Source: an optimization exercise on an open RTL-to-GDS flow (aim: small area, a short achievable clock period and few clock cycles per item). Production flows keep margins and buffers that such runs may drop. In this exercise RTL edits were held to simulation tests only and were not proved equivalent to the original.

## run 1
==> flow/design.v (excerpt) <==
module layernorm #(
  parameter DIM = 64
) (
  input  wire        clk_i,
  input  wire        rst_i,
  input  wire        start_i,
  input  wire [DIM*16-1:0] x_i,
  output reg  [5:0]  w_sel_o,
  output reg  [6:0]  w_addr_o,
  input  wire [7:0]  w_data_i,
  input  wire [5:0]  gamma_sel_i,
  input  wire [15:0] gamma_scale_i,
  input  wire [15:0] beta_scale_i,
  output reg  [DIM*16-1:0] y_o,
  output reg               done_o,
  output reg               busy_o
);
Size: about 11,000 cells after synthesis, roughly 2,100 I/O pins, ~0.078 mm^2 of cells after synthesis.
clock: 65.0 ns
lec_check: 0
abc_area: 1
cap_margin: 20
cell_pad_in_sites_detail_placement: 0
cell_pad_in_sites_global_placement: 0
core_area: 4 4 1096 341
die_area: 0 0 1100 345
place_density: 0.45
setup_slack_margin: 3
slew_margin: 20
synth_memory_max_bits: 16384
standard.sh (not shown) runs the stock make flow with config.mk's settings and CLKGATE_MAP_FILE= SYNTH_SCRIPT=/design/flow/synth_recipe.tcl, a recipe that flattens the netlist after the stock synthesis.
==> flow/flow/run.sh <==
#!/bin/bash
# The standard layout (standard.sh, unchanged synthesis and SDC), with
#  - every input and output port still buffered, with a plain buf_1 instead
#    of the delay buffer buffer_ports picks by default.
# The clock period and constraints are the design's.
set -euo pipefail
MARGIN=$(cat flow/margin.txt)
bash standard.sh SETUP_SLACK_MARGIN=$MARGIN \
  "BUFFER_PORTS_ARGS=-buffer_cell sky130_fd_sc_hd__buf_1" finish > standard.log 2>&1
==> flow/flow/margin.txt <==
49
Testbench counts of run 1, summed over its fixed seeds: cycles 33,800, items 256.
Here is what was changed in the inputs of run 2 compared with run 1.
==> flow/flow/margin.txt <==
50
--- a/flow/config.mk
+++ b/flow/config.mk
@@ -9,7 +9,7 @@
 export CAP_MARGIN = 20
-export CELL_PAD_IN_SITES_DETAIL_PLACEMENT = 0
-export CELL_PAD_IN_SITES_GLOBAL_PLACEMENT = 0
+export CELL_PAD_IN_SITES_DETAIL_PLACEMENT = 1
+export CELL_PAD_IN_SITES_GLOBAL_PLACEMENT = 2
 export CORE_AREA = 4 4 1096 341
 export DIE_AREA = 0 0 1100 345
-export PLACE_DENSITY = 0.45
+export PLACE_DENSITY = 0.35
 export SETUP_SLACK_MARGIN = 3
[summary]
- Delta(final cycle utilization of the critical path, run 2 - run 1) < 0
- [run 2] wire length rose 0.62% relative to run 1
- Run 2 ends up with a clock period minus worst slack that is 320 ps lower than in run 1.
- Re pin count of the biggest net entering global routing: run 2 and run 1 aren't equal, and the higher value belongs to run 1.
- Cmp run 2 and run 1 / total of plain and repair buffers excluding clock buffers / lower: run 1
- Across both runs, total buffers and inverters traversed by the critical path was lower for run 2 than for run 1.
Relative to run 2, the following input files were edited for run 3:
==> flow/flow/margin.txt <==
49
--- a/flow/config.mk
+++ b/flow/config.mk
@@ -9,4 +9,4 @@
 export CAP_MARGIN = 20
-export CELL_PAD_IN_SITES_DETAIL_PLACEMENT = 1
-export CELL_PAD_IN_SITES_GLOBAL_PLACEMENT = 2
+export CELL_PAD_IN_SITES_DETAIL_PLACEMENT = 0
+export CELL_PAD_IN_SITES_GLOBAL_PLACEMENT = 0
 export CORE_AREA = 4 4 1096 341
Diff run 2..run 3 | DRC violations left | unchanged. As far as synthesized area goes, run 3 and run 2 are indistinguishable; the numbers are identical. | detail-routed net length per standard cell | run 3 vs run 2 | 1.2 um lower |. From run 2 to run 3 the numbers moved as follows: cell area decreased by 4.9% relative to the old numbers; least setup slack across all paths after layout now smaller; share of the core filled with cells lower; post-detailed-routing wire length now smaller. Compared with run 2, run 3 shows a higher number of detailed-route iterations in the first pass. Compared with run 2, run 3 shows a final clock period utilization by the worst path that is 0.52 points higher.

---

layernorm, a different RTL version from the one above (not shown whole).
Size: about 11000 cells after synthesis, ~1200 flip-flops, about 2100 I/O pins.
Settings: LEC_CHECK=0, ABC_AREA=1, CAP_MARGIN=20, CELL_PAD_IN_SITES_DETAIL_PLACEMENT=1, CELL_PAD_IN_SITES_GLOBAL_PLACEMENT=2, CORE_AREA=4 4 1096 341, DIE_AREA=0 0 1100 345, PLACE_DENSITY=0.35, SETUP_SLACK_MARGIN=3, SLEW_MARGIN=20, SYNTH_MEMORY_MAX_BITS=16384; clock period 65.0 ns.
==> flow/flow/margin.txt <==
48
Scripts as last shown in full above: flow/flow/run.sh
Testbench counts at the start, summed over its fixed seeds: cycles 33,800, items 256.
Next try:
- CORE_AREA: 4 4 1096 341 -> 4 4 718 718
- DIE_AREA: 0 0 1100 345 -> 0 0 722 722
Outcome: The changed run completed without violations; synthesized area is unchanged; global-route usage goes down by 5.4 points; synthesized cell count stays the same; setup slack is worse by 0.17 ns; cell area goes up by 1.8%; critical path depth goes up by 10.
Next try:
- CORE_AREA: 4 4 718 718 -> 4 4 1096 341
- DIE_AREA: 0 0 722 722 -> 0 0 1100 345
- PLACE_DENSITY: 0.35 -> 0.5
Hold slack is worse by 0.015 ns. Sequential share of layout area goes up by 0.59 points. Routed wire length goes down by about 14%. Synthesized area does not change. Via count hardly moves. Worst setup slack is worse by 0.13 ns. Utilization goes up by 7.4 points. Critical path depth goes up by 1.
Next try:
==> flow/flow/run.sh (replaced) <==
#!/bin/bash
set -euo pipefail
MARGIN=$(cat flow/margin.txt)
bash standard.sh SETUP_SLACK_MARGIN=$MARGIN finish > standard.log 2>&1
- PLACE_DENSITY: 0.5 -> 0.35
What happened: Fmax grows by about 0.9%. Clock skew is lower by 0.0067 ns. Count of clock-buffer cells in the layout climbs by 23. Flip-flop and latch count is unchanged. Sequential share of layout area falls by 2.7 points. Cell area climbs by about 13%.

---

## red
RTL: one of the versions met above, not the one the previous note started from.
For scale: roughly 11000 cells after synthesis, ~2100 I/O pins, roughly 78000 um^2 of cells after synthesis.
==> flow/config.mk <==
export PLATFORM = sky130hd
export DESIGN_NAME = layernorm
export DESIGN_NICKNAME = layernorm
export VERILOG_FILES = /design/flow/design.v
export SDC_FILE = /design/flow/constraint.sdc
export NUM_CORES = 4
export LEC_CHECK = 0
export ABC_AREA = 1
export CAP_MARGIN = 20
export CELL_PAD_IN_SITES_DETAIL_PLACEMENT = 1
export CELL_PAD_IN_SITES_GLOBAL_PLACEMENT = 2
export CORE_AREA = 4 4 1096 341
export DIE_AREA = 0 0 1100 345
export PLACE_DENSITY = 0.35
export SETUP_SLACK_MARGIN = 3
export SLEW_MARGIN = 20
export SYNTH_MEMORY_MAX_BITS = 16384
==> flow/constraint.sdc <==
create_clock -name core_clock -period 65.0 [get_ports {clk_i}]
set_input_delay 13.0000 -clock core_clock [delete_from_list [all_inputs] [get_ports {clk_i}]]
set_output_delay 13.0000 -clock core_clock [all_outputs]
set_load 0.01 [all_outputs]
==> flow/flow/run.sh <==
#!/bin/bash
# The standard layout (standard.sh, unchanged synthesis and SDC), with
#  - every input and output port still buffered, with a plain buf_1 instead
#    of the delay buffer buffer_ports picks by default.
# The clock period and constraints are the design's.
set -euo pipefail
MARGIN=$(cat flow/margin.txt)
bash standard.sh SETUP_SLACK_MARGIN=$MARGIN TNS_END_PERCENT=0 \
  "BUFFER_PORTS_ARGS=-buffer_cell sky130_fd_sc_hd__buf_1" finish > standard.log 2>&1
==> flow/flow/margin.txt <==
49
Testbench counts of red, summed over its fixed seeds: cycles 33,800, items 256.
The following lists how blue was set up differently from red:
-- flow/flow/run.sh --
<<< red, line 7
MARGIN=$(cat flow/margin.txt)
bash standard.sh SETUP_SLACK_MARGIN=$MARGIN TNS_END_PERCENT=0 \
  "BUFFER_PORTS_ARGS=-buffer_cell sky130_fd_sc_hd__buf_1" finish > standard.log 2>&1
>>> blue, line 7
MARGIN=$(cat flow/margin.txt)
bash standard.sh SETUP_SLACK_MARGIN=$MARGIN \
  "BUFFER_PORTS_ARGS=-buffer_cell sky130_fd_sc_hd__buf_1" finish > standard.log 2>&1
==> comparison <==
No stage failed in blue, and the final checks on the layout all came back clean. Of the two values seen for critical path launch point, sum_ph$_SDFF_PP1_ was produced by blue and neg_mean[11]$_SDFFCE_PP1P_ by red. red and blue ended up with roughly the same cell count. Between blue and red, the difference in detailed-routing wirelength on met1 is negligible.

---

layernorm, a different RTL version from the one above (not shown whole).
Size: about 1,200 flip-flops, about 2,100 I/O pins.
clock: 65.0 ns
lec_check: 0
abc_area: 1
cap_margin: 30
cell_pad_in_sites_detail_placement: 1
cell_pad_in_sites_global_placement: 2
core_area: 4 4 1096 341
die_area: 0 0 1100 345
place_density: 0.35
setup_slack_margin: 3
slew_margin: 30
synth_memory_max_bits: 16384
==> flow/flow/run.sh <==
#!/bin/bash
# The standard layout (standard.sh, unchanged synthesis and SDC), with
#  - every input and output port still buffered, with a plain buf_1 instead
#    of the delay buffer buffer_ports picks by default.
# The clock period and constraints are the design's.
set -euo pipefail
MARGIN=$(cat flow/margin.txt)
bash standard.sh SETUP_SLACK_MARGIN=$MARGIN \
  "BUFFER_PORTS_ARGS=-buffer_cell sky130_fd_sc_hd__buf_1" finish > standard.log 2>&1
Scripts as last shown in full above: flow/flow/margin.txt
The starting point went through all stages and came out clean.
Testbench counts at the start, summed over its fixed seeds: cycles 33,800, items 256.
Edit:
- CELL_PAD_IN_SITES_DETAIL_PLACEMENT: 1 -> 0
- CELL_PAD_IN_SITES_GLOBAL_PLACEMENT: 2 -> 0
- PLACE_DENSITY: 0.35 -> 0.55
Result: Synthesized area does not change. Core utilization shrinks by 0.50 points. Cell area shrinks by 1.8%. Cell count shrinks by 0.35%.
Edit:
==> flow/flow/margin.txt (replaced) <==
50
- CAP_MARGIN: 30 -> 20
- CELL_PAD_IN_SITES_DETAIL_PLACEMENT: 0 -> 1
- CELL_PAD_IN_SITES_GLOBAL_PLACEMENT: 0 -> 2
- PLACE_DENSITY: 0.55 -> 0.35
- SLEW_MARGIN: 30 -> 20
=> Final area increases by a few percent; via count decreases slightly; worst setup slack is better by 0.085 ns; synthesized cell count does not change.

---

## before
Starting RTL as in the previous note.
Settings: LEC_CHECK=0, ABC_AREA=1, CAP_MARGIN=30, CELL_PAD_IN_SITES_DETAIL_PLACEMENT=0, CELL_PAD_IN_SITES_GLOBAL_PLACEMENT=0, CORE_AREA=4 4 1096 341, DIE_AREA=0 0 1100 345, PLACE_DENSITY=0.45, SETUP_SLACK_MARGIN=3, SLEW_MARGIN=30, SYNTH_MEMORY_MAX_BITS=16384; clock period 65.0 ns.
==> flow/flow/margin.txt <==
49
Scripts as last shown in full above: flow/flow/run.sh
before | stages: all done | timing, DRC, antenna: all pass
Testbench counts of before, summed over its fixed seeds: cycles 33,800, items 256.
Setup changes, before to after
Settings: PLACE_DENSITY changed from 0.45 to 0.35; CELL_PAD_IN_SITES_GLOBAL_PLACEMENT changed from 0 to 2; CELL_PAD_IN_SITES_DETAIL_PLACEMENT changed from 0 to 1.
==> flow/flow/margin.txt <==
48.5
--- outcome ---
Compared with before, in after max-slew violation count level, total detailed-routing wirelength moved up, global-route wire length before repair moved up, global-route usage moved up. o21ai_1 as the worst-path cell with the longest stage delay was reported by after, and fa_1 by before. In the metrics for before and after, the one carrying the lower post-cts resize count is before. before was smaller in final cell area than after. after vs. before: area occupied by multi-input gates dropped 0.45%, count of antenna diodes in the layout shrank by 14.

-- afterwards: timing with drivers on the ports --
How much do the figures lean on ideal ports? The routed layouts below were timed once more, with nothing changed but the port constraints.
Step 1, drivers: a clkbuf_16 drives clk_i and a buf_2 each remaining input, both assumed.
Step 2 adds t to the input delays and takes it off the output delays; t is the mean of the earliest and latest rising clock arrival at the registers after step 1. Input paths then give back, and output paths get back, about the clock's delay inside the block.
Three values: ideal ports, drivers, drivers and shift; two values: the first two.
run | t (ns) | slack for setup (ns) | slew at the worst register clock pin (ns) | pins driven straight from the clock port
run 1 | 0.965 | 49.508 / 49.508 / 49.335 | 0.09 / 0.09 | 1
run 2 | 0.997 | 49.825 / 49.838 / 48.903 | 0.11 / 0.11 | 1
run 3 | 0.972 | 49.487 / 49.487 / 48.985 | 0.09 / 0.09 | 1
the first run of note 2 | 1.014 | 48.279 / 48.279 / 48.279 | 0.12 / 0.12 | 1
the second run of note 2 | 0.956 | 48.112 / 48.112 / 48.112 | 0.07 / 0.07 | 1
the third run of note 2 | 0.948 | 47.978 / 47.978 / 47.978 | 0.12 / 0.12 | 1
the fourth run of note 2 | 1.009 | 48.123 / 48.123 / 48.123 | 0.12 / 0.12 | 1
red | 0.990 | 49.536 / 49.536 / 48.930 | 0.11 / 0.11 | 1
blue | 0.996 | 49.570 / 49.570 / 48.933 | 0.11 / 0.11 | 1
the first run of note 4 | 1.005 | 49.332 / 49.332 / 49.332 | 0.10 / 0.10 | 1
the second run of note 4 | 0.966 | 49.316 / 49.316 / 49.187 | 0.10 / 0.10 | 1
the third run of note 4 | 0.994 | 49.401 / 49.401 / 49.332 | 0.11 / 0.11 | 1
before | 0.992 | 49.462 / 49.462 / 49.462 | 0.11 / 0.11 | 1
after | 1.006 | 49.217 / 49.217 / 49.217 | 0.10 / 0.10 | 1
After both steps setup and hold are still met in every run listed. For run 2, which loses most, drivers alone change the setup slack by +0.013 ns; drivers and shift together by -0.922 ns.
